Context: an optimization exercise on an open-source flow, tuned for small area, a short achievable clock period and few clock cycles per item. The choices shown serve that exercise and are no tape-out recipe.
No run shown here included a check of the RTL's function; only the layout flow was run.
No activity file was given, so power comes from the tool's default toggle rates.

**flow/design.v**
```verilog
module _inv(a,y);  
input a;  
output y;  
assign y = ~a;  
endmodule  
module _nand2(a,b,y);  
input a,b;  
output y;  
assign y = ~(a&b);  
endmodule  
module _and2(a,b,y);  
input a,b;  
output y;  
assign y = a & b;  
endmodule  
module _or2(a,b,y);  
input a,b;  
output y;  
assign y = a | b;  
endmodule  
module _xor2(a,b,y);  
input a,b;  
output y;  
wire inv_a, inv_b;  
wire w0, w1;  
_inv U0_inv(.a(a), .y(inv_a));  
_inv U1_inv(.a(b), .y(inv_b));  
_and2 U2_and2(.a(inv_a), .b(b), .y(w0));  
_and2 U3_and2(.a(a), .b(inv_b), .y(w1));  
_or2 U4_or2(.a(w0), .b(w1), .y(y));  
endmodule  
module _and3(a,b,c,y);  
input a,b,c;  
output y;  
assign y = a & b & c;  
endmodule  
module _and4(a,b,c,d,y);  
input a,b,c,d;  
output y;  
assign y = a & b & c & d;  
endmodule  
module _and5(a,b,c,d,e,y);  
input a,b,c,d,e;  
output y;  
assign y = a & b & c & d & e;  
endmodule  
module _or3(a,b,c,y); 
input a,b,c;  
output y;  
assign y= a | b | c;  
endmodule  
module _or4(a,b,c,d,y);  
input a,b,c,d;  
output y;  
assign y = a | b | c | d;  
endmodule  
module _or5(a,b,c,d,e,y);  
input a,b,c,d,e;  
output y;  
assign y = a | b | c | d | e;  
endmodule  
module _inv_4bits(a,y);  
input [3:0] a;  
output [3:0] y;  
assign y = ~a;  
endmodule  
module _and2_4bits(a,b,y);  
input [3:0] a,b;  
output [3:0] y;  
assign y = a&b;  
endmodule  
module _or2_4bits(a,b,y);  
input [3:0] a,b;  
output [3:0] y;  
assign y =a|b;  
endmodule  
module _xor2_4bits(a,b,y);  
input [3:0] a,b;  
output [3:0] y;  
	_xor2 U0_xor2(  
	.a(a[0]),
	.b(b[0]), 
	.y(y[0])
	);
	_xor2 U1_xor2(  
	.a(a[1]),
	.b(b[1]),
	.y(y[1])
	);
	_xor2 U2_xor2(  
	.a(a[2]),
	.b(b[2]),
	.y(y[2])
	);
	_xor2 U3_xor2(  
	.a(a[3]),
	.b(b[3]),
	.y(y[3])
	);
endmodule  
module _xnor2_4bits(a,b,y);  
input [3:0] a,b;  
output [3:0] y;  
wire [3:0] w0;  
	_xor2_4bits U0_xor2_4bits(  
	.a(a),
	.b(b),
	.y(w0)
	);
	_inv_4bits U1_inv_4bits(  
	.a(w0),
	.y(y)
	);
endmodule  
module _inv_32bits(a,y);  
input [31:0] a;  
output [31:0] y;  
assign y = ~a;  
endmodule  
module _and2_32bits(a,b,y);  
input [31:0] a,b;  
output [31:0] y;  
assign y = a&b;  
endmodule  
module _or2_32bits(a,b,y);  
input [31:0] a,b;  
output [31:0] y;  
assign y = a|b;  
endmodule  
module _xor2_32bits(a,b,y);  
input [31:0] a,b;  
output [31:0] y;  
_xor2_4bits U0_xor2_4bits(  
	.a(a[3:0]),
	.b(b[3:0]),
	.y(y[3:0])
	);
_xor2_4bits U1_xor2_4bits(  
	.a(a[7:4]),
	.b(b[3:0]),
	.y(y[7:4])
	);
_xor2_4bits U2_xor2_4bits(  
	.a(a[11:8]),
	.b(b[11:8]),
	.y(y[11:8])
	);
_xor2_4bits U3_xor2_4bits(  
	.a(a[15:12]),
	.b(b[15:12]),
	.y(y[15:12])
	);
_xor2_4bits U4_xor2_4bits(  
	.a(a[19:16]),
	.b(b[19:16]),
	.y(y[19:16])
	);
_xor2_4bits U5_xor2_4bits(  
	.a(a[23:20]),
	.b(b[23:20]),
	.y(y[23:20])
	);
_xor2_4bits U6_xor2_4bits(  
	.a(a[27:24]),
	.b(b[27:24]),
	.y(y[27:24])
	);
_xor2_4bits U7_xor2_4bits(  
	.a(a[31:28]),
	.b(b[31:28]),
	.y(y[31:28])
	);
endmodule  
module _xnor2_32bits(a,b,y);  
input [31:0] a,b;  
output [31:0] y;  
_xnor2_4bits U0_xnor2_4bits(  
	.a(a[3:0]),
	.b(b[3:0]),
	.y(y[3:0])
	);
_xnor2_4bits U1_xnor2_4bits(  
	.a(a[7:4]),
	.b(b[7:4]),
	.y(y[7:4])
	);
_xnor2_4bits U2_xnor2_4bits(  
	.a(a[11:8]),
	.b(b[11:8]),
	.y(y[11:8])
	);
_xnor2_4bits U3_xnor2_4bits(  
	.a(a[15:12]),
	.b(b[15:12]),
	.y(y[15:12])
	);
_xnor2_4bits U4_xnor2_4bits(  
	.a(a[19:16]),
	.b(b[19:16]),
	.y(y[19:16])
	);
_xnor2_4bits U5_xnor2_4bits(  
	.a(a[23:20]),
	.b(b[23:20]),
	.y(y[23:20])
	);
_xnor2_4bits U6_xnor2_4bits(  
	.a(a[27:24]),
	.b(b[27:24]),
	.y(y[27:24])
	);
_xnor2_4bits U7_xnor2_4bits(  
	.a(a[31:28]),
	.b(b[31:28]),
	.y(y[31:28])
	);
endmodule  
module fa_v2(a,b,ci,s);  
input a,b,ci;  
output s;  
wire w0;  
	_xor2 U0_xor2(  
	.a(a),  
	.b(b),  
	.y(w0)  
	);
	_xor2 U1_xor2(  
	.a(w0),  
	.b(ci),  
	.y(s)  
	);
endmodule  
module clb4(a,b,ci,c1,c2,c3,co);  
input [3:0] a,b;  
input ci;  
output c1,c2,c3,co;  
wire [3:0] g,p;  
wire w0_c1;  
wire w0_c2, w1_c2;  
wire w0_c3, w1_c3, w2_c3;  
wire w0_co, w1_co, w2_co, w3_co;  
	_and2 U0_and2(  
	.a(a[0]),
	.b(b[0]),
	.y(g[0])
	);
	_and2 U1_and2(  
	.a(a[1]),
	.b(b[1]),
	.y(g[1])
	);
	_and2 U2_and2(  
	.a(a[2]),
	.b(b[2]),
	.y(g[2])
	);
	_and2 U3_and2(  
	.a(a[3]),
	.b(b[3]),
	.y(g[3])
	);
	_or2 U4_or2(  
	.a(a[0]),
	.b(b[0]),
	.y(p[0])
	);
	_or2 U5_or2(  
	.a(a[1]),
	.b(b[1]),
	.y(p[1])
	);
	_or2 U6_or2(  
	.a(a[2]),
	.b(b[2]),
	.y(p[2])
	);
	_or2 U7_or2(  
	.a(a[3]),
	.b(b[3]),
	.y(p[3])
	);
	_and2 U8_and2(  
	.a(p[0]),
	.b(ci),
	.y(w0_c1)
	);
	_or2 U9_or2(  
	.a(g[0]),
	.b(w0_c1),
	.y(c1)
	);
	_and2 U10_and2(  
	.a(p[1]),
	.b(g[0]),
	.y(w0_c2)
	);
	_and3 U11_and3(  
	.a(p[1]),
	.b(p[0]),
	.c(ci),
	.y(w1_c2)
	);
	_or3 U12_or3(  
	.a(g[1]),
	.b(w0_c2),
	.c(w1_c2),
	.y(c2)
	);
	_and2 U13_and2(  
	.a(p[2]),
	.b(g[1]),
	.y(w0_c3)
	);
	_and3 U14_and3(  
	.a(p[2]),
	.b(p[1]),
	.c(g[0]),
	.y(w1_c3)
	);
	_and4 U15_and4(  
	.a(p[2]),
	.b(p[1]),
	.c(p[0]),
	.d(ci),
	.y(w2_c3)
	);
	_or4 U16_or4(  
	.a(g[2]),
	.b(w0_c3),
	.c(w1_c3),
	.d(w2_c3),
	.y(c3)
	);
	_and2 U17_and2(  
	.a(p[3]),
	.b(g[2]),
	.y(w0_co)
	);
	_and3 U18_and3(  
	.a(p[3]),
	.b(p[2]),
	.c(g[1]),
	.y(w1_co)
	);
	_and4 U19_and4(  
	.a(p[3]),
	.b(p[2]),
	.c(p[1]),
	.d(g[0]),
	.y(w2_co)
	);
	_and5 U20_and5(  
	.a(p[3]),
	.b(p[2]),
	.c(p[1]),
	.d(p[0]),
	.e(ci),
	.y(w3_co)
	);
	_or5 U21_or5(  
	.a(g[3]),
	.b(w0_co),
	.c(w1_co),
	.d(w2_co),
	.e(w3_co),
	.y(co)
	);
endmodule  
module cla4(a,b,ci,s,co);  
input [3:0] a,b;  
input ci;  
output [3:0] s;  
output co;  
wire c1, c2, c3;  
	fa_v2 U0_fa_v2(  
	.a(a[0]),  
	.b(b[0]),  
	.ci(ci),  
	.s(s[0])  
	);
	fa_v2 U1_fa_v2(  
	.a(a[1]),  
	.b(b[1]),  
	.ci(c1),  
	.s(s[1])  
	);
	fa_v2 U2_fa_v2(  
	.a(a[2]),  
	.b(b[2]),  
	.ci(c2),  
	.s(s[2])  
	);
	fa_v2 U3_fa_v2(  
	.a(a[3]),  
	.b(b[3]),  
	.ci(c3),  
	.s(s[3])  
	);
	clb4 U4_clb4(  
	.a(a),  
	.b(b),  
	.ci(ci),  
	.c1(c1),  
	.c2(c2),  
	.c3(c3),  
	.co(co)  
	);
endmodule  
module cla8(a,b,ci,s,co);  
input [7:0] a,b;  
input ci;
output [7:0] s;  
output co;  
wire c1;  
assign {co, s} = a + b + ci;
endmodule  
module cla64(a,b,ci,s,co);  
input [63:0] a,b;  
input ci;  
output [63:0] s;  
output co;  
wire c1, c2, c3, c4, c5, c6, c7;  
assign {co, s} = a + b + ci;
endmodule  
module ns_logic(clk, reset_n, op_start, op_clear, op_done, state, counter);  
input clk, reset_n;  
input op_start, op_clear, op_done;  
output [1:0] state;  
output [6:0] counter;  
parameter start_state = 2'b00;  
parameter multiple_state = 2'b01;  
parameter clear_state = 2'b10;  
reg [1:0] state, next_state;  
reg [6:0] counter, next_counter;  
reg [6:0] temp;  
wire [6:0] temp_counter;  
wire co;  
cla8 U0_cla8(  
	.a({1'b0, next_counter}),  
	.b(8'b00000001),
	.ci(1'b0),
	.s(temp_counter),
	.co(co)
	);
always @(posedge clk or negedge reset_n)
begin
	if(reset_n == 1'b0) 
	begin
		temp = 7'b0000000;
		state <= start_state;
		counter <= 7'b0000000;
	end
	else
	begin
		temp = temp_counter[6:0];
		state <= next_state;
		counter <= next_counter;
	end
end
always @(op_start, op_clear, op_done, state, counter, temp)
begin
	if(op_clear == 1'b1)  
	begin
		next_state <= start_state;
		next_counter <= 7'b0000000;
	end
	else
	begin
		case(state)
			start_state:  
			begin
				if(op_start == 1'b1 && op_clear == 1'b0 && op_done == 1'b0)  
				begin
					next_state <= multiple_state;
					next_counter <= counter;
				end
				else
				begin
					next_state <= start_state;
					next_counter <= counter;
				end
			end
			multiple_state:  
			begin
				if(counter == 7'b1000000)  
				begin
					next_state <= clear_state;
					next_counter <= counter;
				end
				else if(op_clear == 1'b1)
				begin
					next_state <= start_state;
					next_counter <= 7'b0000000;
				end
				else
				begin
					next_state <= multiple_state;
					next_counter <= temp; 
				end
			end
			clear_state:  
			begin
				if(op_clear == 1'b1)  
				begin
					next_state <= start_state; 
					next_counter <= 7'b0000000;
				end
				else  
				begin
					next_state <= clear_state;
					next_counter <= counter;
				end
			end
			default:
			begin
				next_state <= 2'bx;
				next_counter <= 7'bx;
			end
		endcase  
	end
end
endmodule  
module o_logic(clk, reset_n, multiplier, multiplicand, counter, state, op_done, result);  
	input clk, reset_n;  
	input [63:0] multiplier;  
	input [63:0] multiplicand;  
	input [6:0] counter;  
	input [1:0] state;  
	output op_done;  
	output [127:0] result;  
	parameter start_state = 2'b00;  
	parameter multiple_state = 2'b01;  
	parameter clear_state = 2'b10;  
	reg op_done;  
	reg [127:0] result;  
	reg [127:0] next_result;  
	reg [127:0] temp;  
	reg [63:0] addition_store, subtraction_store;  
	reg last_result;  
	reg last_q;  
	wire [63:0] addition, subtraction;  
	always @(posedge clk or negedge reset_n)
	begin
		if(reset_n == 1'b0)  
		begin
			addition_store = 64'b0;
			subtraction_store = 64'b0;
			result = 128'b0;
			last_q <= 1'b0;
		end
		else
		begin
			addition_store = addition;
			subtraction_store = subtraction;
			result <= next_result;
			last_q <= last_result;
		end
	end
	always @(multiplier, multiplicand, counter, state, result, last_q, addition_store, subtraction_store)
	begin
		case(state)
			start_state:  
			begin
				next_result = {64'b0,multiplier}; 
				op_done = 1'b0;
				last_result = 1'b0;
				temp = 128'b0;
			end
			multiple_state:  
			begin
				if(counter == 7'b1000000)  
				begin 
					op_done = 1'b1;
					next_result = result;
					last_result = 1'b0;
					temp = 128'b0; 
				end
				else
				begin
					op_done = 1'b0;
					if(result[0] == 1'b0 && last_q == 1'b0)  
					begin
						temp = result;
						last_result = result[0];
						next_result = {result[127], result[127:1]};  
					end
					else if(result[0] == 1'b0 && last_q == 1'b1)  
					begin
						temp[127:64] = addition_store;
						temp[63:0] = result[63:0];
						last_result = result[0];
						next_result = {((result[127] == multiplicand[63]) ? result[127] : temp[127]), temp[127:1]};  
					end
					else if(result[0] == 1'b1 && last_q == 1'b0)  
					begin
						temp[127:64] = subtraction_store;
						temp[63:0] = result[63:0];
						last_result = result[0];
						next_result = {((result[127] != multiplicand[63]) ? result[127] : temp[127]), temp[127:1]};  
					end
					else if(result[0] == 1'b1 && last_q == 1'b1)  
					begin
						temp = result;
						last_result = result[0];
						next_result = {result[127], result[127:1]};  
					end
					else 
					begin
						temp = result;
						next_result = 128'b0;
						op_done = 1'b0;
						last_result = 1'b0;
					end
				end
			end
			clear_state:  
			begin
				next_result = result;
				op_done = 1'b1;
				last_result = 1'b0;
				temp = 128'b0;
			end
			default:
			begin
				next_result = 128'bx;
				op_done = 1'bx;
				last_result = 1'bx;
				temp = 128'bx;
			end
		endcase  
	end
	cla64 U0_cla64(  
		.a(next_result[127:64]),
		.b(multiplicand[63:0]),
		.ci(1'b0),
		.s(addition),
		.co()
		);
	cla64 U1_cla64(  
		.a(next_result[127:64]),
		.b(~multiplicand[63:0]),
		.ci(1'b1),
		.s(subtraction),
		.co()
		);
endmodule  
module booth_multiplier(clk, reset_n, multiplier, multiplicand, op_start, op_clear, op_done, result);
	input clk, reset_n;
	input [63:0] multiplier;
	input [63:0] multiplicand;
	input op_start, op_clear;
	output op_done;
	output [127:0] result;
	localparam IDLE = 2'd0, BUSY = 2'd1, DONE = 2'd2;
	reg [1:0] state;
	reg [3:0] cnt;
	reg op_done;
	reg [63:0] m;               
	reg [63:0] lo;              
	reg [64:0] acc_s, acc_c;    
	reg [7:0]  pend_s, pend_c;  
	reg        cin;             
	reg [3:0]  sel1, sel2, neg;  
	wire [8:0] win_ld = {multiplier[7:0], 1'b0};
	wire [8:0] win_nx = lo[15:7];
	wire [8:0] win = (state == IDLE) ? win_ld : win_nx;
	wire [3:0] e1, e2, en;
	genvar t;
	generate
		for (t = 0; t < 4; t = t + 1) begin : g_enc
			wire b0 = win[2*t];
			wire b1 = win[2*t+1];
			wire b2 = win[2*t+2];
			assign e1[t] = b1 ^ b0;
			assign e2[t] = (b2 & ~b1 & ~b0) | (~b2 & b1 & b0);
			assign en[t] = b2 & ~(b1 & b0);
		end
	endgenerate
	wire [63:0] nvec;
	generate
		for (t = 0; t < 32; t = t + 1) begin : g_neg
			wire xm1 = (t == 0) ? 1'b0 : multiplier[2*t-1];
			assign nvec[2*t] = multiplier[2*t+1] & ~(multiplier[2*t] & xm1);
			assign nvec[2*t+1] = 1'b0;
		end
	endgenerate
	wire [72:0] row [0:3];
	generate
		for (t = 0; t < 4; t = t + 1) begin : g_row
			wire [64:0] mag = ({65{sel1[t]}} & {m[63], m}) | ({65{sel2[t]}} & {m, 1'b0});
			wire [64:0] pat = mag ^ {65{neg[t]}};
			assign row[t] = {{(73-66-2*t){1'b0}}, 1'b1, ~pat[64], pat[63:0], {(2*t){1'b0}}};
		end
	endgenerate
	wire [72:0] r0 = row[0];
	wire [72:0] r1 = row[1];
	wire [72:0] r2 = row[2];
	wire [72:0] r3 = row[3];
	wire [72:0] as = {8'b0, acc_s};
	wire [72:0] ac = {8'b0, acc_c};
	wire [72:0] l1a_s = as ^ ac ^ r0;
	wire [72:0] l1a_c = {((as & ac) | (as & r0) | (ac & r0)), 1'b0};
	wire [72:0] l1b_s = r1 ^ r2 ^ r3;
	wire [72:0] l1b_c = {((r1 & r2) | (r1 & r3) | (r2 & r3)), 1'b0};
	wire [72:0] l2_s = l1a_s ^ l1a_c ^ l1b_s;
	wire [72:0] l2_c = {((l1a_s & l1a_c) | (l1a_s & l1b_s) | (l1a_c & l1b_s)), 1'b0};
	wire [72:0] l3_s = l2_s ^ l2_c ^ l1b_c;
	wire [72:0] l3_c = {((l2_s & l2_c) | (l2_s & l1b_c) | (l2_c & l1b_c)), 1'b0};
	wire [72:0] sum = {acc_s[64:0], pend_s} + {acc_c[64:0], pend_c} + {72'b0, cin};
	wire c8 = sum[8] ^ acc_s[0] ^ acc_c[0];
	wire idle = (state == IDLE);
	wire step = (state == BUSY) & ~cnt[3];
	wire fin = (state == BUSY) & cnt[3];
	always @(posedge clk or negedge reset_n) begin
		if (!reset_n) begin
			state <= IDLE;
			cnt <= 4'd0;
			op_done <= 1'b0;
		end else if (op_clear) begin
			state <= IDLE;
			op_done <= 1'b0;
		end else begin
			case (state)
				IDLE: if (op_start) begin state <= BUSY; cnt <= 4'd0; end
				BUSY: begin
					cnt <= cnt + 4'd1;
					if (cnt[3]) begin state <= DONE; op_done <= 1'b1; end
				end
				default: ;
			endcase
		end
	end
	always @(posedge clk) begin
		m <= multiplicand;
		sel1 <= e1;
		sel2 <= e2;
		neg <= en;
		if (idle) begin
			acc_c <= {1'b0, nvec};
			pend_s <= 8'b0;
			pend_c <= 8'b0;
			cin <= 1'b0;
		end else begin
			acc_c <= l3_c[72:8];
			pend_s <= l3_s[7:0];
			pend_c <= l3_c[7:0];
			cin <= c8;
		end
		if (idle) begin
			lo <= multiplier;
			acc_s <= {1'b1, 64'b0};
		end else if (step) begin
			lo <= {sum[7:0], lo[63:8]};
			acc_s <= l3_s[72:8];
		end else if (fin) begin
			lo <= {sum[7:0], lo[63:8]};
			acc_s[63:0] <= sum[71:8];
		end
	end
	assign result = {acc_s[63:0], lo};
endmodule
```
**flow/flow/run.sh**
```bash
#!/bin/bash
# Standard ORFS layout, with the port buffers made of the smallest buffer cell.
set -euo pipefail
cd "$(dirname "$0")/.."
bash standard.sh 'BUFFER_PORTS_ARGS=-buffer_cell sky130_fd_sc_hd__buf_1' finish > standard_flow.log 2>&1
```
**flow/standard.sh**
```bash
#!/bin/bash
# synth_recipe.tcl (not shown) runs the flow's synth.tcl, then flattens the netlist and writes it again
# the make line also repeats each setting of config.mk as NAME=value (left out here)
make -C /OpenROAD-flow-scripts/flow DESIGN_CONFIG=/design/flow/config.mk WORK_HOME=/design/flow/orfs CLKGATE_MAP_FILE= SYNTH_SCRIPT=/design/flow/synth_recipe.tcl "${@:-finish}"
```
**flow/config.mk**
```make
export PLATFORM = sky130hd
export DESIGN_NAME = booth_multiplier
export DESIGN_NICKNAME = booth_multiplier
export VERILOG_FILES = /design/flow/design.v
export SDC_FILE = /design/flow/constraint.sdc
export NUM_CORES = 4
export LEC_CHECK = 0
export CAP_MARGIN = 20
export CORE_MARGIN = 2
export CORE_UTILIZATION = 40
export SETUP_SLACK_MARGIN = 3.2
export SLEW_MARGIN = 20
export TNS_END_PERCENT = 5
```
**flow/constraint.sdc**
```tcl
create_clock -name core_clock -period 6.0 [get_ports {clk}]
set_input_delay 1.2000 -clock core_clock [delete_from_list [all_inputs] [get_ports {clk}]]
set_output_delay 1.2000 -clock core_clock [all_outputs]
set_load 0.01 [all_outputs]
```
==> summary.txt, run 1 <==
num rows -> 92
H-Tree Depth -> 2
per-cell routed wire length -> 25.1 um
Mapped Nets -> 3328
Layout Nets -> 3424
hold wc startpoint -> acc_s[64]$_SDFFE_PP1P_
Inserted Diodes -> 0
setup ws final -> 2.87 ns
Final Hold Fails -> 0
WHS Path Cells -> 2
WP buf/inv -> 2
Post-Layout Cell Count -> 3827
Antenna Nets Post-Route -> 0
r2r setup slk -> 2.87 ns
CTS tree -> built
CP arrival -> 3.63 ns
CP Launch Type -> flop
Post-Syn Area -> 0.0255 mm2
FF+latch count, synth -> 290
Routed WL -> 95.9 mm
top-count cell post-synth -> nand2_1
drt drc -> 0
WHS Endpoint -> acc_s[64]$_SDFFE_PP1P_
number of flops mapped to enable cells by yosys -> 64
cts bufs inserted -> 37
YS warnings -> 1
pin count of the biggest net entering global routing -> 71
gr ovfl total -> 0
Vias/cell -> 5.68
port bufs -> 260
Clock Sinks -> 290
Final Core Density -> 46.8%
RSZ-0062 raised after global routing -> yes
crit path cell chain -> bufbuf_16 -> a22oi_1 -> xor2_1 -> fa_1 -> fa_1 -> inv_1 -> fa_1 -> mux2i_1 -> o21ai_0
GP Congestion -> 0.905
CTS clk-pin slew, worst paths -> 0.06 ns
status -> timing/DRC/antenna clean
CP max stage cell -> fa_1
FFs w/ async S/R, synth -> 2.41%
Cell Pwr Density -> 675 mW/mm2
share of the synthesized area in the top cell type -> 19.6%
top-level port count -> 261
DR iter-0 viols -> 1875
crit-path max FO -> 15
cell family with most CP delay -> adder cells
worst slack, placed -> 2.00 ns
max-cap violation count -> 0
CTS max path bufs -> 3
final hold slack -> 0.475 ns
HP Class -> reg -> reg
Placed Cells -> 3686
antenna violations before repair -> 4
first-pass GRT wire length -> 144 mm
final setup fails -> 0
synth top area cells -> fa_1 20%, dfxtp_1 17%, a22oi_1 8.5%
Worst Clk Skew -> 0.0303 ns
R2R depth -> 9
max_slew headroom -> 27.8%
synth cell count leaders -> 372 x nand2_1, 342 x inv_1, 290 x a22oi_1, 250 x fa_1, 219 x dfxtp_1
LEAKAGE -> 0.0128 uW
core box area -> 0.0631 mm2
final-report max-slew violation count -> 0
Die Y-Extent -> 257 um
die area -> 0.0659 mm2
fin crit share -> 52.2%
Worst-Skew Late Latency -> 0.58 ns
area leader, netlist -> fa_1
initial core utilization -> 40.5%
critical path's most frequent cell -> fa_1
DRT Pass-1 Iters -> 6
Root Driver -> clkbuf_16
DIE WIDTH -> 257 um
Yosys cell types -> 80
Largest stage delay, worst path -> 0.56 ns
reg2reg end -> acc_s[0]$_SDFFE_PP0P_
nature of the critical path endpoint -> flop
Area growth syn-to-layout -> 15.5%
worst r2r src -> sel1[1]$_DFF_P_
Worst EP required -> 6.49 ns
via count of the first global-routing pass -> 22600
hpwl dp -> 66.2 mm
Synth Instances -> 2856
setup TNS -> 0 ns
Top FF cell, synth -> dfxtp_1
Crit Path Category -> reg -> reg
total global routing track utilization -> 28.9%
CP Launch Point -> sel1[1]$_DFF_P_
syn_area_per_cell -> 8.94 um2
layout cells sized above 1 -> 11.3%
peak supply drop -> 0.309 mV
via total after detailed routing -> 21700
Max Freq -> 319 MHz
minimum clock period -> 3.13 ns
Seq/Total Area, Yosys -> 25.4%
Worst Tran Pin Value -> 1.08 ns
## where the power goes
part           internal, uW  total, uW  switching [uW]  leakage, uW
clock                  1270       2240             969     0.000576
sequential             2590       3300             704      0.00261
combinational          6070      14400            8320      0.00958
## sequential cells by signal, indices dropped and copies added (netlist names)
register and count:
state 2, m 64, acc_s 65, cnt 4, lo 64, neg 4
sel2 4, sel1 4, op_done 1, acc_c 64, pend_s 8, cin 1
pend_c 5
## layer usage
metal	vias to the layer above	part of all wire (%)	track usage (%)
met5	-	0.021	0
met4	2	4.3	11.7
met3	208	9.6	7.09
met2	1107	46	46.2
met1	10900	40	37.4
li1	9567	-	-
## stage by stage
stage	cell area (um2)	power (uW)
6_report	29500	19900
5_1_grt	29500	21900
4_1_cts	29200	19700
3_5_place_dp	26300	16400
3_3_place_gp	26300	16300
2_1_floorplan	25700	12200
## worst max-delay path by stage
stage,endpoint,slack [ns],depth (start not counted)
3_5_place_dp,acc_s[56]$_SDFFE_PP0P_,2.00,12
6_report,acc_s[0]$_SDFFE_PP0P_,2.87,9
2_1_floorplan,acc_s[60]$_SDFFE_PP0P_,3.17,13
4_1_cts,acc_s[58]$_SDFFE_PP0P_,2.89,14
5_1_grt,acc_s[63]$_SDFFE_PP0P_,2.76,13
3_3_place_gp,acc_s[56]$_SDFFE_PP0P_,2.04,12
## cell usage in the layout, fill, tap and decap left out, types with 84 or more instances in the layout
cell and instances:
a21oi_1 84, a22oi_1 253, buf_1 260, dfxtp_1 175
fa_1 250, inv_1 341, nand2_1 370, o21ai_0 93
xnor2_1 112, xor2_1 213
## worst min-delay path, delay by kind of cell (launching register included)
family / cells / cell delay [ns]
flops: 1 / 0.32
simple gates: 1 / 0.05
compound gates: 1 / 0.07
## cell type report
type | instances | area [um2]
clock buffer | 52 | 1040
clock inverter | 16 | 136
fill | 6163 | 33600
inverter | 342 | 1290
multi-input combinational | 1926 | 17100
sequential | 290 | 6580
tap | 846 | 1060
timing repair buffer | 355 | 2320
## logic make-up (layout without fill, tap and decap cells)
| group | count (synthesis) | count (layout) | share of synthesized area [%] |
|---|---|---|---|
| AOI/OAI and AO/OA | 640 | 640 | 17.1 |
| xor gates and xnor gates | 328 | 328 | 11.2 |
| DFF | 290 | 290 | 25.4 |
| and+or+nand+nor | 597 | 597 | 10.5 |
| buffers and inverters | 640 | 765 | 11.0 |
| adders and majority gates | 340 | 340 | 24.0 |
| muxes | 21 | 21 | 0.823 |
## what timing repair did
item	in CTS	in global routing
cloned	6	0
resized for setup	189	64
pin swaps	45	54
setup endpoints to repair	136	129
hold buffers	0	0
buffers inserted	59	8
==> inputs of run 2 (changes only) <==
--- a/flow/config.mk
+++ b/flow/config.mk
@@ -10,3 +10,3 @@
 export CORE_UTILIZATION = 40
-export SETUP_SLACK_MARGIN = 3.2
+export SETUP_SLACK_MARGIN = 3.6
 export SLEW_MARGIN = 20
==> run 2 against run 1 <==
Net effect: still clean on timing, DRC and antenna; first-iteration DRC count is 37% higher; cell count is 0.97% higher; clock skew is 0.0068 ns lower; wire length is 6.4% higher; die area stayed put; via count is 3.2% higher; cell area is 3.6% higher; sequential share of layout area is 0.63 points lower; worst setup slack worse by 0.096 ns; maximum frequency is 3.0% lower; critical path type unchanged; largest cell class unchanged.
==> summary.txt, run 2 <==
status -> timing/DRC/antenna clean
setup TNS -> 0 ns
fill count -> 5951
Post-DP Area -> 0.0266 mm2
FF+latch count, synth -> 290
DIE WIDTH -> 257 um
H-Tree Depth -> 2
synth top area cells -> fa_1 20%, dfxtp_1 17%, a22oi_1 8.5%
number of flip-flops in the largest register -> 65
Final Hold Fails -> 0
Power Total -> 20800 uW
CP max stage cell -> dfxtp_2
Layout Nets -> 3459
top-level port count -> 261
crit path cell chain -> ha_4 -> nand4_1 -> a211oi_4 -> o211ai_1 -> buf_4 -> a32oi_4 -> a221o_2 -> nand2b_4 -> a31oi_4 -> buf_6 -> o31ai_4 -> xnor2_1 -> o21ai_1
main combinational cell family by area after synthesis -> adder cells
Yosys cell types -> 80
Post-Syn Area -> 0.0255 mm2
LEAKAGE -> 0.0130 uW
Seq/Total Area, Yosys -> 25.4%
final-report max-slew violation count -> 0
Antenna Nets Post-Route -> 0
CP Launch Type -> flop
die area -> 0.0659 mm2
number of flops mapped to enable cells by yosys -> 64
RSZ-0062 raised after global routing -> yes
max-cap violation count -> 0
nature of the critical path endpoint -> flop
most common cell after layout, fill and taps aside -> nand2_1
per-cell routed wire length -> 26.4 um
core box area -> 0.0631 mm2
GP Congestion -> 0.947
CTS max path bufs -> 3
pin count of the biggest net entering global routing -> 70
WP buf/inv -> 2
port bufs -> 260
Area growth syn-to-layout -> 19.7%
share of the synthesized area in the top cell type -> 19.6%
DR iter-0 viols -> 2564
mux share of post-synthesis cell area -> 0.823%
CTS tree -> built
Worst Tran Pin Value -> 1.07 ns
Cell Pwr Density -> 681 mW/mm2
drt drc -> 0
Crit Path Category -> reg -> reg
DRT Pass-1 Iters -> 6
post-synthesis compound-gate area fraction -> 17.1%
Routed WL -> 102 mm
Clock Sinks -> 290
via total after detailed routing -> 22400
layout cells sized above 1 -> 15.7%
fin crit share -> 53.8%
Synth Area in Adders -> 24.0%
peak supply drop -> 0.300 mV
area leader, netlist -> fa_1
Reg area -> 0.00662 mm2
Top FF cell, synth -> dfxtp_1
num rows -> 92
first-pass GRT wire length -> 149 mm
Top reg by flops -> acc_s
most frequent cells in the layout -> 369 x nand2_1, 341 x inv_1, 260 x buf_1
Root Driver -> clkbuf_16
YS warnings -> 1
gr ovfl total -> 0
HP Class -> in -> async
hold_buf cts -> 0
final setup fails -> 0
CTS clk-pin slew, worst paths -> 0.06 ns
crit-path max FO -> 3
CP arrival -> 3.66 ns
Worst Clk Skew -> 0.0235 ns
Die Y-Extent -> 257 um
FFs w/ async S/R, synth -> 2.41%
total global routing track utilization -> 30.2%
Vias/cell -> 5.80
worst slack, placed -> 1.95 ns
Synth Instances -> 2856
Mapped Nets -> 3328
top-count cell post-synth -> nand2_1
Max Freq -> 310 MHz
Largest stage delay, worst path -> 0.33 ns
hpwl dp -> 69.2 mm
synth cell count leaders -> 372 x nand2_1, 342 x inv_1, 290 x a22oi_1, 250 x fa_1, 219 x dfxtp_1
cell family with most CP delay -> compound AO/OA/AOI/OAI gates
syn_area_per_cell -> 8.94 um2
area of the multi-input gates -> 0.0177 mm2
setup ws final -> 2.77 ns
antenna violations before repair -> 2
via count of the first global-routing pass -> 22700
max_slew headroom -> 28.6%
Final Core Density -> 48.5%
cts bufs inserted -> 38
Worst EP required -> 6.43 ns
initial core utilization -> 40.5%
simple-gate share of the synthesized area -> 10.5%
Final Instance Area -> 0.0306 mm2
Worst-Skew Late Latency -> 0.59 ns
minimum clock period -> 3.23 ns
xor/xnor cell area share of the yosys netlist -> 11.2%
[run 2: repair_timing]
action / 4_1_cts / 5_1_grt
resized for setup: 179 / 139
cloned: 4 / 4
setup buffers: 78 / 19
endpoints found under the setup margin: 224 / 229
pin swaps: 48 / 53
[run 2: area by class of cell]
| class | count | area share, % |
|---|---|---|
| flip-flops and latches | 290 | 21.7 |
| diodes | 1 | 0.00819 |
| multi-input cells | 1926 | 57.8 |
| clock buffers | 51 | 3.40 |
| inverters | 342 | 4.21 |
| well taps | 846 | 3.46 |
| clock inverters | 19 | 0.700 |
| repair buffers | 389 | 8.78 |
[run 2: final timing paths]
path,from,endpoint,slack (ns),cells past startpoint
max in group asynchronous,reset_n,state[1]$_DFFE_PN0P_,5.20,1
worst min register to register,acc_s[16]$_SDFFE_PP0P_,acc_s[16]$_SDFFE_PP0P_,0.50,2
worst min-delay path,reset_n,op_done$_DFFE_PN0P_,0.50,1
worst max-delay path,pend_s[3]$_SDFF_PP0_,acc_s[61]$_SDFFE_PP0P_,2.77,13
worst max register to register,pend_s[3]$_SDFF_PP0_,acc_s[61]$_SDFFE_PP0P_,2.77,13
min in group core_clock,acc_s[16]$_SDFFE_PP0P_,acc_s[16]$_SDFFE_PP0P_,0.50,2
[run 2: through the flow]
| stage | hold WS [ns] | cells |
|---|---|---|
| after global placement | 0.456 | 3688 |
| after CTS | 0.496 | 3840 |
| after detailed placement | 0.490 | 3688 |
| after global routing | 0.522 | 3863 |
| final | 0.495 | 3864 |
| after floorplan | 0.444 | 2856 |
[run 2: where the power goes]
group          internal, uW  switching, uW  total [uW]
Sequential             2610            771        3380
Clock                  1330           1030        2360
Combinational          6350           8740       15100
[run 2: cells by family (layout without fill, tap and decap cells)]
group                      after synthesis  in the layout
other                                    0              1
AOI/OAI and AO/OA                      640            640
xor gates and xnor gates               328            328
and+or+nand+nor                        597            597
adders and majority gates              340            340
DFF                                    290            290
muxes                                   21             21
buffers and inverters                  640            801
[run 2: layer usage]
metal  vias to the layer above  share of wire [%]  GRT usage, %  wire length (um)
met2                      1316                 44          46.9             45400
met1                     11100                 39          39.5             39700
li1                       9642                  -             -                 -
met3                       332                 11          7.18             10800
met5                         -             0.0088             0                 9
met4                         2                6.0          14.2              6120
==> inputs of run 3 (changes only) <==
--- a/flow/design.v
+++ b/flow/design.v
@@ -657,36 +657,24 @@
 	reg op_done;
-	reg [63:0] m;               
-	reg [63:0] lo;              
-	reg [64:0] acc_s, acc_c;    
+	reg [63:0] m;       
+	reg [63:0] lo;      
+	reg        xprev;   
+	reg [64:0] acc_s, acc_c;   
 	reg [7:0]  pend_s, pend_c;  
-	reg        cin;             
-	reg [3:0]  sel1, sel2, neg;  
-	wire [8:0] win_ld = {multiplier[7:0], 1'b0};
-	wire [8:0] win_nx = lo[15:7];
-	wire [8:0] win = (state == IDLE) ? win_ld : win_nx;
-	wire [3:0] e1, e2, en;
-	genvar t;
-	generate
-		for (t = 0; t < 4; t = t + 1) begin : g_enc
-			wire b0 = win[2*t];
-			wire b1 = win[2*t+1];
-			wire b2 = win[2*t+2];
-			assign e1[t] = b1 ^ b0;
-			assign e2[t] = (b2 & ~b1 & ~b0) | (~b2 & b1 & b0);
-			assign en[t] = b2 & ~(b1 & b0);
-		end
-	endgenerate
-	wire [63:0] nvec;
-	generate
-		for (t = 0; t < 32; t = t + 1) begin : g_neg
-			wire xm1 = (t == 0) ? 1'b0 : multiplier[2*t-1];
-			assign nvec[2*t] = multiplier[2*t+1] & ~(multiplier[2*t] & xm1);
-			assign nvec[2*t+1] = 1'b0;
-		end
-	endgenerate
+	reg        pend_n;   
+	reg [1:0]  cin;      
+	wire [8:0] xb = {lo[7:0], xprev};
 	wire [72:0] row [0:3];
+	wire [3:0] neg;
+	genvar t;
 	generate
 		for (t = 0; t < 4; t = t + 1) begin : g_row
-			wire [64:0] mag = ({65{sel1[t]}} & {m[63], m}) | ({65{sel2[t]}} & {m, 1'b0});
-			wire [64:0] pat = mag ^ {65{neg[t]}};
+			wire b0 = xb[2*t];
+			wire b1 = xb[2*t+1];
+			wire b2 = xb[2*t+2];
+			wire one = b1 ^ b0;
+			wire two = (b2 & ~b1 & ~b0) | (~b2 & b1 & b0);
+			wire ng = b2 & ~(b1 & b0);
+			wire [64:0] mag = ({65{one}} & {m[63], m}) | ({65{two}} & {m, 1'b0});
+			wire [64:0] pat = mag ^ {65{ng}};
+			assign neg[t] = ng;
 			assign row[t] = {{(73-66-2*t){1'b0}}, 1'b1, ~pat[64], pat[63:0], {(2*t){1'b0}}};
@@ -695,5 +683,5 @@
 	wire [72:0] r0 = row[0];
-	wire [72:0] r1 = row[1];
-	wire [72:0] r2 = row[2];
-	wire [72:0] r3 = row[3];
+	wire [72:0] r1 = row[1] | {72'b0, neg[0]};
+	wire [72:0] r2 = row[2] | {70'b0, neg[1], 2'b0};
+	wire [72:0] r3 = row[3] | {68'b0, neg[2], 4'b0};
 	wire [72:0] as = {8'b0, acc_s};
@@ -708,5 +696,5 @@
 	wire [72:0] l3_c = {((l2_s & l2_c) | (l2_s & l1b_c) | (l2_c & l1b_c)), 1'b0};
-	wire [72:0] sum = {acc_s[64:0], pend_s} + {acc_c[64:0], pend_c} + {72'b0, cin};
-	wire c8 = sum[8] ^ acc_s[0] ^ acc_c[0];
-	wire idle = (state == IDLE);
+	wire [9:0] lsum = {2'b0, pend_s} + {2'b0, pend_c} + {3'b0, pend_n, 6'b0} + {8'b0, cin};
+	wire [63:0] hsum = acc_s[63:0] + acc_c[63:0] + {62'b0, lsum[9:8]};
+	wire start = (state == IDLE) & op_start & ~op_clear;
 	wire step = (state == BUSY) & ~cnt[3];
@@ -734,11 +722,15 @@
 		m <= multiplicand;
-		sel1 <= e1;
-		sel2 <= e2;
-		neg <= en;
-		if (idle) begin
-			acc_c <= {1'b0, nvec};
+		if (state == IDLE) begin
+			lo <= multiplier;
+			xprev <= 1'b0;
+			acc_s <= {1'b1, 64'b0};
+			acc_c <= 65'b0;
 			pend_s <= 8'b0;
 			pend_c <= 8'b0;
-			cin <= 1'b0;
-		end else begin
+			pend_n <= 1'b0;
+			cin <= 2'b0;
+		end else if (step) begin
+			lo <= {lsum[7:0], lo[63:8]};
+			xprev <= lo[7];
+			acc_s <= l3_s[72:8];
 			acc_c <= l3_c[72:8];
@@ -746,13 +738,7 @@
 			pend_c <= l3_c[7:0];
-			cin <= c8;
-		end
-		if (idle) begin
-			lo <= multiplier;
-			acc_s <= {1'b1, 64'b0};
-		end else if (step) begin
-			lo <= {sum[7:0], lo[63:8]};
-			acc_s <= l3_s[72:8];
+			pend_n <= neg[3];
+			cin <= lsum[9:8];
 		end else if (fin) begin
-			lo <= {sum[7:0], lo[63:8]};
-			acc_s[63:0] <= sum[71:8];
+			lo <= {lsum[7:0], lo[63:8]};
+			acc_s[63:0] <= hsum;
 		end
==> flow/run.sh (new file) <==
#!/bin/bash
# synth_recipe.tcl (not shown) runs the flow's synth.tcl, then flattens the netlist and writes it again
# the make line also repeats each setting of config.mk as NAME=value (left out here)
make -C /OpenROAD-flow-scripts/flow DESIGN_CONFIG=/design/flow/config.mk WORK_HOME=/design/flow/orfs CLKGATE_MAP_FILE= SYNTH_SCRIPT=/design/flow/synth_recipe.tcl finish
--- a/flow/config.mk
+++ b/flow/config.mk
@@ -10,4 +10,2 @@
 export CORE_UTILIZATION = 40
-export SETUP_SLACK_MARGIN = 3.6
 export SLEW_MARGIN = 20
-export TNS_END_PERCENT = 5
removed: flow/flow/run.sh
removed: flow/standard.sh
==> run 3 against run 2 <==
Net effect: maximum frequency fell by 41%; first-iteration DRC count down 33%; clock power hardly changed; sequential power down 8.9%; flip-flop and latch count fell by 8; cell count shrank 2.3%; register-to-register slack got worse by 2.3 ns; combinational power down 17%; synthesized cell count rose by 0.18%; die area grew 2.7%; worst setup slack got worse by 2.3 ns; clock skew is 0.0057 ns higher; highest routed layer is now met4.
==> summary.txt, run 3 <==
Die Y-Extent -> 260 um
die area -> 0.0677 mm2
fin crit share -> 92.0%
CP arrival -> 6.02 ns
cts bufs inserted -> 39
WHS Endpoint -> acc_s[64]$_SDFFE_PP1P_
crit-path max FO -> 4
initial core utilization -> 40.6%
layout cells sized above 1 -> 6.27%
most common cell after layout, fill and taps aside -> inv_1
H-Tree Depth -> 2
via count of the first global-routing pass -> 21800
number of flops mapped to enable cells by yosys -> 64
syn_area_per_cell -> 9.17 um2
Post-Layout Cell Count -> 3775
Power Total -> 18000 uW
hold wc startpoint -> acc_s[64]$_SDFFE_PP1P_
Yosys cell types -> 71
hpwl dp -> 60.7 mm
nature of the critical path endpoint -> flop
peak supply drop -> 0.267 mV
Top FF cell, synth -> dfxtp_1
Inserted Diodes -> 0
synth top area cells -> fa_1 20%, dfxtp_1 16%, a22oi_1 7.9%
num rows -> 93
share of the synthesized area in the top cell type -> 19.5%
top-level port count -> 261
r2r setup slk -> 0.48 ns
CP Launch Type -> flop
Mapped Nets -> 3406
Worst Clk Skew -> 0.0292 ns
Post-Syn Area -> 0.0262 mm2
Final Hold Fails -> 0
per-cell routed wire length -> 20.8 um
LEAKAGE -> 0.0128 uW
total global routing track utilization -> 23.4%
CTS tree -> built
main combinational cell family by area after synthesis -> adder cells
max-cap violation count -> 0
Worst-Skew Late Latency -> 0.59 ns
Root Driver -> clkbuf_16
DRT Pass-1 Iters -> 6
Routed WL -> 78.4 mm
final-report max-slew violation count -> 0
DIE WIDTH -> 260 um
Placed Cells -> 3704
via total after detailed routing -> 20600
Final Instance Area -> 0.0301 mm2
Post-DP Area -> 0.0288 mm2
CTS clk-pin slew, worst paths -> 0.06 ns
CP Launch Point -> pend_s[1]$_SDFFE_PP0P_
simple-gate share of the synthesized area -> 7.06%
Vias/cell -> 5.47
minimum clock period -> 5.52 ns
port bufs -> 260
final setup fails -> 0
post-synthesis compound-gate area fraction -> 17.2%
setup TNS -> 0 ns
area leader, netlist -> fa_1
CTS max path bufs -> 3
antenna violations before repair -> 1
Seq/Total Area, Yosys -> 24.1%
Cell Pwr Density -> 599 mW/mm2
Max Freq -> 181 MHz
Layout Nets -> 3435
Top reg by flops -> acc_s
Area growth syn-to-layout -> 14.7%
core box area -> 0.0647 mm2
GP Congestion -> 0.898
DR iter-0 viols -> 1728
top-count cell post-synth -> inv_1
max_slew headroom -> 25.7%
status -> timing/DRC/antenna clean
YS warnings -> 1
pin count of the biggest net entering global routing -> 151
Clock Sinks -> 282
Synth Area in Adders -> 27.0%
Worst EP required -> 6.50 ns
drt drc -> 0
worst r2r src -> pend_s[1]$_SDFFE_PP0P_
mux share of post-synthesis cell area -> 3.30%
FF+latch count, synth -> 282
Final Core Density -> 46.5%
most frequent cells in the layout -> 347 x inv_1, 275 x nand2_1, 275 x a22oi_1
Antenna Nets Post-Route -> 0
Crit Path Category -> reg -> reg
xor/xnor cell area share of the yosys netlist -> 10.6%
synth cell count leaders -> 347 x inv_1, 276 x nand2_1, 275 x a22oi_1, 256 x fa_1, 214 x xor2_1
first-pass GRT wire length -> 125 mm
reg2reg end -> acc_s[55]$_SDFFE_PP0P_
Worst Tran Pin Value -> 1.11 ns
FFs w/ async S/R, synth -> 2.48%
R2R depth -> 26
gr ovfl total -> 0
HP Class -> reg -> reg
WHS Path Cells -> 2
Synth Instances -> 2861
number of flip-flops in the largest register -> 65
RSZ-0062 raised after global routing -> no
-- run 3: changes by cell type after synthesis, moves of 10 or more --
cell and delta:
nand3_1 -37, nand2_1 -96, o21ai_0 -18, a211oi_1 +12
mux2_2 +59, o21a_1 +10, nor3_1 +11, ha_1 +67
a21oi_1 +77, a22oi_1 -15, a21o_1 -22, and2_1 -47
o21ai_1 +17, nor2_1 +14
-- run 3: layer usage --
metal | vias to the layer above | share of wire, % | global-route usage [%]
li1 | 9552 | - | -
met1 | 10300 | 45 | 32.2
met2 | 658 | 47 | 38.2
met3 | 117 | 5.7 | 3.51
met4 | 0 | 2.5 | 6.54
met5 | - | 0 | 0
-- run 3: area by class of cell --
type                    count  area (um2)
fillers                  6232       34600
multi-input cells        1930       17200
flip-flops and latches    282        6320
repair buffers            287        2870
inverters                 350        1320
clock buffers              49        1070
well taps                 855        1070
clock inverters            22         236
-- run 3: cells by family (layout without fill, tap and decap cells) --
kind of cell    after synthesis  after routing
compound gates              687            687
buf+inv                     649            708
simple gates                432            432
fa+ha+maj                   413            413
xor+xnor                    319            319
flops                       282            282
mux                          79             79
-- run 3: worst max-delay path by stage --
stage	to	slack (ns)	cells past startpoint
final	acc_s[55]$_SDFFE_PP0P_	0.48	26
after global routing	acc_s[55]$_SDFFE_PP0P_	0.01	26
after CTS	acc_s[55]$_SDFFE_PP0P_	0.37	26
after detailed placement	acc_s[55]$_SDFFE_PP0P_	0.40	26
after global placement	acc_s[55]$_SDFFE_PP0P_	0.42	26
after floorplan	acc_s[55]$_SDFFE_PP0P_	1.12	26
-- run 3: where the power goes --
part	total [uW]	internal [uW]	switching [uW]
logic	12600	5420	7160
registers	3080	2430	654
clock network	2360	1380	985
total	18000	9220	8800
-- run 3: metrics by stage --
step / hold WS [ns] / setup WS (ns)
final: 0.455 / 0.482
after CTS: 0.459 / 0.373
after floorplan: 0.427 / 1.12
after global placement: 0.439 / 0.419
after detailed placement: 0.450 / 0.402
after global routing: 0.479 / 0.0117
-- run 3: repair_timing --
item / CTS / global route
setup buffers: 0 / 0
hold buffers: 0 / 0
resized for setup: 0 / 1
endpoints found under the setup margin: 0 / 5
-- run 3: worst max-delay path, cell delays in order, from the launching register on --
cell and delay [ns]:
dfxtp_1 0.32, ha_1 0.29, ha_1 0.20, inv_1 0.08, fa_1 0.21, inv_1 0.05, a21oi_1 0.11, o21ai_0 0.10
and2_1 0.19, o21ai_0 0.14, nand2_1 0.08, and2_1 0.17, o21a_1 0.21, fa_1 0.50, ha_1 0.20, inv_1 0.07
fa_1 0.44, nor2b_1 0.20, o2111ai_1 0.15, a21oi_1 0.30, o21ai_0 0.24, a21oi_2 0.26, a21oi_1 0.19, o31ai_1 0.31
xor2_1 0.17, nor2_1 0.05, o31ai_1 0.19
==> inputs of run 4 (changes only) <==
--- a/flow/design.v
+++ b/flow/design.v
@@ -647,101 +647,30 @@
 module booth_multiplier(clk, reset_n, multiplier, multiplicand, op_start, op_clear, op_done, result);
-	input clk, reset_n;
-	input [63:0] multiplier;
-	input [63:0] multiplicand;
-	input op_start, op_clear;
-	output op_done;
-	output [127:0] result;
-	localparam IDLE = 2'd0, BUSY = 2'd1, DONE = 2'd2;
-	reg [1:0] state;
-	reg [3:0] cnt;
-	reg op_done;
-	reg [63:0] m;       
-	reg [63:0] lo;      
-	reg        xprev;   
-	reg [64:0] acc_s, acc_c;   
-	reg [7:0]  pend_s, pend_c;  
-	reg        pend_n;   
-	reg [1:0]  cin;      
-	wire [8:0] xb = {lo[7:0], xprev};
-	wire [72:0] row [0:3];
-	wire [3:0] neg;
-	genvar t;
-	generate
-		for (t = 0; t < 4; t = t + 1) begin : g_row
-			wire b0 = xb[2*t];
-			wire b1 = xb[2*t+1];
-			wire b2 = xb[2*t+2];
-			wire one = b1 ^ b0;
-			wire two = (b2 & ~b1 & ~b0) | (~b2 & b1 & b0);
-			wire ng = b2 & ~(b1 & b0);
-			wire [64:0] mag = ({65{one}} & {m[63], m}) | ({65{two}} & {m, 1'b0});
-			wire [64:0] pat = mag ^ {65{ng}};
-			assign neg[t] = ng;
-			assign row[t] = {{(73-66-2*t){1'b0}}, 1'b1, ~pat[64], pat[63:0], {(2*t){1'b0}}};
-		end
-	endgenerate
-	wire [72:0] r0 = row[0];
-	wire [72:0] r1 = row[1] | {72'b0, neg[0]};
-	wire [72:0] r2 = row[2] | {70'b0, neg[1], 2'b0};
-	wire [72:0] r3 = row[3] | {68'b0, neg[2], 4'b0};
-	wire [72:0] as = {8'b0, acc_s};
-	wire [72:0] ac = {8'b0, acc_c};
-	wire [72:0] l1a_s = as ^ ac ^ r0;
-	wire [72:0] l1a_c = {((as & ac) | (as & r0) | (ac & r0)), 1'b0};
-	wire [72:0] l1b_s = r1 ^ r2 ^ r3;
-	wire [72:0] l1b_c = {((r1 & r2) | (r1 & r3) | (r2 & r3)), 1'b0};
-	wire [72:0] l2_s = l1a_s ^ l1a_c ^ l1b_s;
-	wire [72:0] l2_c = {((l1a_s & l1a_c) | (l1a_s & l1b_s) | (l1a_c & l1b_s)), 1'b0};
-	wire [72:0] l3_s = l2_s ^ l2_c ^ l1b_c;
-	wire [72:0] l3_c = {((l2_s & l2_c) | (l2_s & l1b_c) | (l2_c & l1b_c)), 1'b0};
-	wire [9:0] lsum = {2'b0, pend_s} + {2'b0, pend_c} + {3'b0, pend_n, 6'b0} + {8'b0, cin};
-	wire [63:0] hsum = acc_s[63:0] + acc_c[63:0] + {62'b0, lsum[9:8]};
-	wire start = (state == IDLE) & op_start & ~op_clear;
-	wire step = (state == BUSY) & ~cnt[3];
-	wire fin = (state == BUSY) & cnt[3];
-	always @(posedge clk or negedge reset_n) begin
-		if (!reset_n) begin
-			state <= IDLE;
-			cnt <= 4'd0;
-			op_done <= 1'b0;
-		end else if (op_clear) begin
-			state <= IDLE;
-			op_done <= 1'b0;
-		end else begin
-			case (state)
-				IDLE: if (op_start) begin state <= BUSY; cnt <= 4'd0; end
-				BUSY: begin
-					cnt <= cnt + 4'd1;
-					if (cnt[3]) begin state <= DONE; op_done <= 1'b1; end
-				end
-				default: ;
-			endcase
-		end
-	end
-	always @(posedge clk) begin
-		m <= multiplicand;
-		if (state == IDLE) begin
-			lo <= multiplier;
-			xprev <= 1'b0;
-			acc_s <= {1'b1, 64'b0};
-			acc_c <= 65'b0;
-			pend_s <= 8'b0;
-			pend_c <= 8'b0;
-			pend_n <= 1'b0;
-			cin <= 2'b0;
-		end else if (step) begin
-			lo <= {lsum[7:0], lo[63:8]};
-			xprev <= lo[7];
-			acc_s <= l3_s[72:8];
-			acc_c <= l3_c[72:8];
-			pend_s <= l3_s[7:0];
-			pend_c <= l3_c[7:0];
-			pend_n <= neg[3];
-			cin <= lsum[9:8];
-		end else if (fin) begin
-			lo <= {lsum[7:0], lo[63:8]};
-			acc_s[63:0] <= hsum;
-		end
-	end
-	assign result = {acc_s[63:0], lo};
-endmodule
+	input clk, reset_n;  
+	input [63:0] multiplier;  
+	input [63:0] multiplicand;  
+	input op_start, op_clear;  
+	output op_done;  
+	output [127:0] result;  
+	wire [1:0] state;
+	wire [6:0] cycle_counter;
+	wire [63:0] addition ,subtraction;
+	ns_logic U0_ns_logic(  
+		.clk(clk),
+		.reset_n(reset_n),
+		.op_start(op_start),
+		.op_clear(op_clear),
+		.op_done(op_done),
+		.state(state),
+		.counter(cycle_counter)
+		);
+	o_logic U1_o_logic(  
+		.clk(clk),
+		.reset_n(reset_n),
+		.multiplier(multiplier),
+		.multiplicand(multiplicand),
+		.state(state),
+		.counter(cycle_counter),
+		.op_done(op_done),
+		.result(result)
+		);
+	endmodule  
==> run 4 against run 3 <==
Net effect: first-iteration DRC count is 31% lower; clock power fell by 7%; highest routed layer is now met5; via count down 18%; flip-flop and latch count fell by 10; core utilization grew 3.5 points; count of clock-buffer cells in the layout did not move.
==> summary.txt, run 4 <==
status -> timing/DRC/antenna clean
Top reg by flops -> U1_o_logic.result
Largest stage delay, worst path -> 0.89 ns
CP arrival -> 5.93 ns
initial core utilization -> 40.7%
WP buf/inv -> 3
Area growth syn-to-layout -> 23.2%
Die Y-Extent -> 222 um
Worst Tran Pin Value -> 1.00 ns
setup TNS -> 0 ns
fin crit share -> 91.6%
final-report max-slew violation count -> 0
CTS max path bufs -> 3
Flop pwr share -> 40.0%
top-level port count -> 261
CTS tree -> built
Pint -> 3680 uW
gr ovfl total -> 0
num rows -> 79
Post CTS Setup Buffer Count -> 0
DIE WIDTH -> 222 um
share of the synthesized area in the top cell type -> 35.8%
Clk pwr share -> 43.4%
CP max stage cell -> a2111oi_0
cts bufs inserted -> 35
most frequent cells in the layout -> 284 x a21oi_1, 270 x dfrtp_1, 259 x clkdlybuf4s50_1
Routed WL -> 61.3 mm
Top FF cell, synth -> dfrtp_1
Cell Pwr Density -> 216 mW/mm2
Gates resized, CTS repair -> 0
H-Tree Depth -> 2
port bufs -> 260
LEAKAGE -> 0.0105 uW
core box area -> 0.0468 mm2
area leader, netlist -> dfrtp_1
Inserted Diodes -> 0
hpwl dp -> 46.1 mm
nature of the critical path endpoint -> flop
YS warnings -> 3
Antenna Nets Post-Route -> 0
antenna violations before repair -> 1
synth cell count leaders -> 285 x a21oi_1, 272 x dfrtp_1, 179 x nor2_1, 153 x ha_1, 141 x inv_1
via total after detailed routing -> 16900
final setup fails -> 0
pin count of the biggest net entering global routing -> 106
top-count cell post-synth -> a21oi_1
hold_buf cts -> 0
via count of the first global-routing pass -> 16700
Seq/Total Area, Yosys -> 35.8%
cell family with most CP delay -> compound AO/OA/AOI/OAI gates
GP Congestion -> 0.908
Worst-Skew Late Latency -> 0.56 ns
Crit Path Category -> reg -> reg
Mapped Nets -> 2425
P_sw -> 1390 uW
Synth Instances -> 2138
syn_area_per_cell -> 8.89 um2
Gate power share -> 16.6%
Layout Nets -> 2634
Vias/cell -> 5.67
final hold slack -> 0.553 ns
Root Driver -> clkbuf_16
Max Freq -> 182 MHz
DR iter-0 viols -> 1188
number of flops mapped to enable cells by yosys -> 0
HP Class -> reg -> reg
Worst Clk Skew -> 0.0201 ns
peak supply drop -> 0.135 mV
Clock Sinks -> 272
most common cell after layout, fill and taps aside -> a21oi_1
max-cap violation count -> 0
layout cells sized above 1 -> 5.57%
die area -> 0.0493 mm2
synth top area cells -> dfrtp_1 36%, ha_1 10%, a21oi_1 7.5%
number of flip-flops in the largest register -> 128
FFs w/ async S/R, synth -> 100%
DRT Pass-1 Iters -> 6
first-pass GRT wire length -> 96.3 mm
RSZ-0062 raised after global routing -> no
drt drc -> 0
CP Launch Type -> flop
crit path cell chain -> nor4b_1 -> nand2_1 -> inv_1 -> a21oi_4 -> nor2_4 -> buf_4 -> a22o_1 -> ha_1 -> inv_1 -> a21oi_1 -> a211oi_1 -> a2111oi_0 -> a211oi_2 -> nor3_2 -> nor2_1 -> a31oi_1 -> o311ai_0 -> xnor2_1
minimum clock period -> 5.50 ns
Final Hold Fails -> 0
crit-path max FO -> 13
fill count -> 4456
max_slew headroom -> 31.3%
critical path's most frequent cell -> inv_1
FF+latch count, synth -> 272
CTS clk-pin slew, worst paths -> 0.06 ns
Yosys cell types -> 83
per-cell routed wire length -> 20.6 um
total global routing track utilization -> 24.5%
sw frac -> 27.4%
Post-Syn Area -> 0.0190 mm2
Worst EP required -> 6.43 ns
run 4: cell count changes after synthesis, sizes merged, moves of 64 or more:
cell	change
inv	-207
a22oi	-209
dfxtp	-211
fa	-254
nor2b	+78
buf	-97
xor2	-187
dfrtp	+265
edfxtp	-64
nand2	-202
a21oi	+119
nor2	+118
clkbuf	-72
run 4: area by class of cell:
cell class | instances | area (um2) | area share (%)
clock buffers | 49 | 978 | 4.18
clock inverters | 10 | 193 | 0.823
inverters | 142 | 533 | 2.28
multi-input cells | 1594 | 11200 | 47.7
flip-flops and latches | 272 | 6810 | 29.1
well taps | 607 | 759 | 3.24
repair buffers | 302 | 2960 | 12.6
run 4: logic make-up after synthesis:
| group | after synthesis | synth area share (%) |
|---|---|---|
| DFF | 272 | 35.8 |
| and+or+nand+nor | 511 | 13.3 |
| adders and majority gates | 155 | 10.3 |
| AOI/OAI and AO/OA | 734 | 25.7 |
| muxes | 67 | 3.53 |
| buffers and inverters | 272 | 5.50 |
| xor gates and xnor gates | 127 | 5.85 |
run 4: tightest hold or removal path: stages, from the launching register on:
cell and delay [ns]:
dfrtp_1 0.36, nor2_1 0.05, a21oi_1 0.10
run 4: path summary, 6_finish.rpt:
check                                                       start                                    endpoint  slack [ns]  cells after the start
worst max-delay path             U0_ns_logic.counter[3]$_DFF_PN0_     U1_o_logic.addition_store[63]$_DFF_PN0_        0.50                     18
worst min-delay path            U1_o_logic.result[47]$_DFFE_PN0P_           U1_o_logic.result[47]$_DFFE_PN0P_        0.55                      2
worst max register to register   U0_ns_logic.counter[3]$_DFF_PN0_     U1_o_logic.addition_store[63]$_DFF_PN0_        0.50                     18
worst min register to register  U1_o_logic.result[47]$_DFFE_PN0P_           U1_o_logic.result[47]$_DFFE_PN0P_        0.55                      2
max in group asynchronous                                 reset_n  U1_o_logic.subtraction_store[36]$_DFF_PN0_        4.22                      2
min in group asynchronous                                 reset_n           U1_o_logic.result[30]$_DFFE_PN0P_        0.62                      1
run 4: stage by stage:
stage	std cells	util, %	worst slack (ns)	power (uW)	instance area, um2
after floorplan	2138	-	1.43	2510	19000
after global placement	2917	47.6	0.610	2890	22200
after detailed placement	2917	47.6	0.446	2890	22200
after CTS	2976	50.1	0.418	5120	23400
after global routing	2976	50.1	0.0311	5290	23400
final	2976	50.1	0.501	5060	23400
run 4: metal layers:
metal  global-route usage (%)  vias up  wire (um)  part of all wire (%)
li1                         -     8097          -                     -
met1                     33.6     8194      28400                    46
met2                     40.0      494      28200                    46
met3                     4.41       84       3190                   5.2
met4                     6.43        2       1450                   2.4
met5                        0        -         13                 0.021
run 4: power by group through the flow:
stage	logic (uW)	clock network, uW	registers (uW)
5_1_grt	920	2330	2040
3_5_place_dp	837	0	2060
4_1_cts	843	2250	2020
3_3_place_gp	835	0	2050
6_report	841	2200	2020
2_1_floorplan	462	0	2040

## port drivers added, routing unchanged
The flow's constraints put no driver on any port. The routed layouts listed below were extracted and timed again, unchanged, in two steps. Step 1: set_driving_cell puts a clkbuf_16 on clk and a buf_2 on each other input, an assumption about the parent block. Step 2 times the ports against the registers' clock, not the clock port: input delays grow and output delays shrink by t, the midpoint of the rising clock arrivals with the driver on. a / b / c = ideal ports / drivers / drivers and shift; a / b = the first two.
run | t (ns) | setup slack, ns | slew at the worst register clock pin (ns)
run 1 | 0.629 | 2.866 / 2.866 / 2.866 | 0.07 / 0.07
run 2 | 0.645 | 2.770 / 2.770 / 2.770 | 0.07 / 0.07
run 3 | 0.635 | 0.482 / 0.482 / 0.482 | 0.06 / 0.06
run 4 | 0.608 | 0.501 / 0.501 / 0.501 | 0.06 / 0.06
After both steps every run listed still meets setup and hold.
